This is an optimization exercise on Yosys and OpenROAD, whose aim is small area, not a production implementation. RTL that was checked went through simulation tests only; none was proved equivalent to the original. Power is estimated from default activity; no workload was simulated.

onyx:
Design formula, start of the top module:
module formula # (
	parameter LEN = 8
) (
	input                         clk,
	input                         rst,
	input  signed [    LEN - 1:0] a,
	input  signed [    LEN - 1:0] b,
	input  signed [    LEN - 1:0] c,
	input  signed [    LEN - 1:0] d,
	input                         input_vld,
	output signed [3 * LEN - 1:0] res,
	output                        res_overflow,
	output                        output_vld
);
make LEC_CHECK=0 CAP_MARGIN=20 CORE_MARGIN=2 CORE_UTILIZATION=40 SLEW_MARGIN=20 SYNTH_HIERARCHICAL=1 finish   # period 6.0 ns
run.sh (not shown) runs the stock make flow with config.mk's settings and CLKGATE_MAP_FILE= SYNTH_SCRIPT=/design/flow/synth_recipe.tcl, a recipe that flattens the netlist after the stock synthesis.
onyx: flow completed, timing, DRC and antenna clean
Input changes introduced in xenon (baseline for comparison: onyx):
==> flow/flow/run.sh (new file) <==
#!/bin/bash
# Standard layout with smaller port buffers and a clock tree without dummy loads.
set -e
bash standard.sh BUFFER_PORTS_ARGS="-buffer_cell sky130_fd_sc_hd__buf_1" \
  CTS_ARGS="-sink_clustering_enable -repair_clock_nets -dont_use_dummy_load" finish > standard.log 2>&1
==> flow/standard.sh (new file) <==
#!/bin/bash
# synth_recipe.tcl (not shown) runs the flow's synth.tcl, then flattens the netlist and writes it again
# the make line also repeats each setting of config.mk as NAME=value (left out here)
make -C /OpenROAD-flow-scripts/flow DESIGN_CONFIG=/design/flow/config.mk WORK_HOME=/design/flow/orfs CLKGATE_MAP_FILE= SYNTH_SCRIPT=/design/flow/synth_recipe.tcl "${@:-finish}"
removed: flow/run.sh
Results
- Comparing onyx and xenon, the lower routability congestion estimate from global placement was measured on onyx.
- | design area | higher: onyx |
- Between onyx and xenon, final period utilization decreased.
- The lower overall global routing resource usage of onyx and xenon is in xenon.
- Total of plain and repair buffers excluding clock buffers, onyx and xenon: smaller value in xenon
- Signed area change from the synthesized netlist to the final layout is higher on onyx
- In terms of critical path data required time, xenon and onyx differ only marginally.
- The run with more routed wire is onyx, not xenon.
- Between xenon and onyx, the insertion delay to the later sink of the worst-skew pair does not differ in any meaningful way.
- Delta (xenon minus onyx): sequential share of layout area increased by 3.0 points relative to the old numbers, setup slack increased by 36 ps relative to the old numbers.

========
formula, a different RTL version from the one above (not shown whole).
Size in the first run: ~61 I/O pins, roughly 4600 sq um of cells after synthesis.
Design formula, start of the top module:
module formula # (
	parameter LEN = 8
) (
	input                         clk,
	input                         rst,
	input  signed [    LEN - 1:0] a,
	input  signed [    LEN - 1:0] b,
	input  signed [    LEN - 1:0] c,
	input  signed [    LEN - 1:0] d,
	input                         input_vld,
	output signed [3 * LEN - 1:0] res,
	output                        res_overflow,
	output                        output_vld
);
clock: 6.0 ns
lec_check: 0
cap_margin: 0
core_margin: 2
core_utilization: 40
gpl_timing_driven: 0
slew_margin: 0
synth_hierarchical: 1
standard.sh (not shown) runs the stock make flow with config.mk's settings and CLKGATE_MAP_FILE= SYNTH_SCRIPT=/design/flow/synth_recipe.tcl, a recipe that flattens the netlist after the stock synthesis.
==> flow/flow/run.sh <==
#!/bin/bash
# The standard layout (the standard.sh) with these ORFS settings:
# synthesis buffers removed at floorplan, the smallest buffer on each port,
# and a clock tree of small clock buffers without dummy loads.
set -e
bash standard.sh REMOVE_ABC_BUFFERS=1 BUFFER_PORTS_ARGS="-buffer_cell sky130_fd_sc_hd__buf_1" CTS_ARGS="-sink_clustering_enable -repair_clock_nets -dont_use_dummy_load -buf_list {sky130_fd_sc_hd__clkbuf_4 sky130_fd_sc_hd__clkbuf_8} -root_buf sky130_fd_sc_hd__clkbuf_8 -sink_clustering_size 12 -sink_buffer_max_cap_derate 1.0" finish > standard.log 2>&1
The first run finished with timing, DRC and antenna clean.
Then changed:
==> flow/flow/run.sh (replaced) <==
#!/bin/bash
# The standard layout (the standard.sh) with these ORFS settings:
# synthesis buffers removed at floorplan, the smallest buffer on each port,
# and a clock tree of small clock buffers without dummy loads.
set -e
bash standard.sh REMOVE_ABC_BUFFERS=1 BUFFER_PORTS_ARGS="-buffer_cell sky130_fd_sc_hd__buf_1" CTS_ARGS="-sink_clustering_enable -repair_clock_nets -dont_use_dummy_load -buf_list {sky130_fd_sc_hd__clkbuf_8} -sink_clustering_size 30 -sink_clustering_max_diameter 150 -sink_buffer_max_cap_derate 1.0" finish > standard.log 2>&1
Outcome: Global-route usage does not change; die area does not change; clock-buffer cell count stays the same; synthesized area is unchanged.
Then changed:
==> flow/flow/run.sh (replaced) <==
#!/bin/bash
# The standard layout (the standard.sh) with these ORFS settings:
# synthesis buffers removed at floorplan, the smallest buffer on each port,
# and a clock tree of small clock buffers without dummy loads.
set -e
bash standard.sh REMOVE_ABC_BUFFERS=1 BUFFER_PORTS_ARGS="-buffer_cell sky130_fd_sc_hd__buf_1" CTS_ARGS="-sink_clustering_enable -repair_clock_nets -dont_use_dummy_load -buf_list {sky130_fd_sc_hd__clkbuf_8}" finish > standard.log 2>&1
Outcome: The new run went through all stages and came out clean; synthesized area does not change; worst hold slack is unchanged; final area stays the same; core utilization does not change; non-clock buffer count is unchanged.
No functional check of the RTL was part of any run of this note.

========
formula with an RTL version that a note above also has.
Size in the first run: ~61 I/O pins.
clock: 6.0 ns
lec_check: 0
cap_margin: 20
core_margin: 2
core_utilization: 40
slew_margin: 20
synth_hierarchical: 1
==> flow/flow/run.sh <==
#!/bin/bash
set -e
bash standard.sh > standard.log 2>&1
The starting point completed without violations.
Rerun with:
==> flow/flow/run.sh (replaced) <==
#!/bin/bash
# Standard layout with smaller port buffers and smaller clock buffers.
set -e
bash standard.sh BUFFER_PORTS_ARGS="-buffer_cell sky130_fd_sc_hd__buf_1" \
  CTS_ARGS="-sink_clustering_enable -repair_clock_nets -dont_use_dummy_load -buf_list {sky130_fd_sc_hd__clkbuf_4 sky130_fd_sc_hd__clkbuf_8}" finish > standard.log 2>&1
Outcome: Combinational power drops by about 6%; clock power goes down by 43%; via count hardly moves; design area goes down by 9.7%; sequential share of layout area rose by 3.7 points; cell count decreases by 1.4%; wire length drops by 3.3%.

## re-timing with driven ports
How much do the figures lean on ideal ports? The routed layouts below were timed once more, with nothing changed but the port constraints.
Step 1 sets driving cells, clkbuf_16 on the clock port and buf_2 on the other inputs (assumed; they add their load-dependent delay and slew).
Step 2 times the ports against the registers' clock, not the clock port: input delays grow and output delays shrink by t, the midpoint of the rising clock arrivals with the driver on.
Three values: no drivers, after step 1, after step 2; two values: the first two.
run | t, ns | slack for setup (ns) | worst setup path after step 2 | worst slew at a driven data input, ns
onyx | 0.378 | 0.278 / 0.278 / 0.278 | register to register | 0.04
xenon | 0.381 | 0.315 / 0.315 / 0.315 | register to register | 0.03
the first run of note 2 | 0.393 | 0.486 / 0.486 / 0.486 | register to register | 0.04
the second run of note 2 | 0.393 | 0.486 / 0.486 / 0.486 | register to register | 0.04
the third run of note 2 | 0.393 | 0.486 / 0.486 / 0.486 | register to register | 0.04
the first run of note 3 | 0.378 | 0.278 / 0.278 / 0.278 | register to register | 0.04
the second run of note 3 | 0.397 | 0.301 / 0.301 / 0.301 | register to register | 0.03
After both steps setup and hold are still met in every run listed.
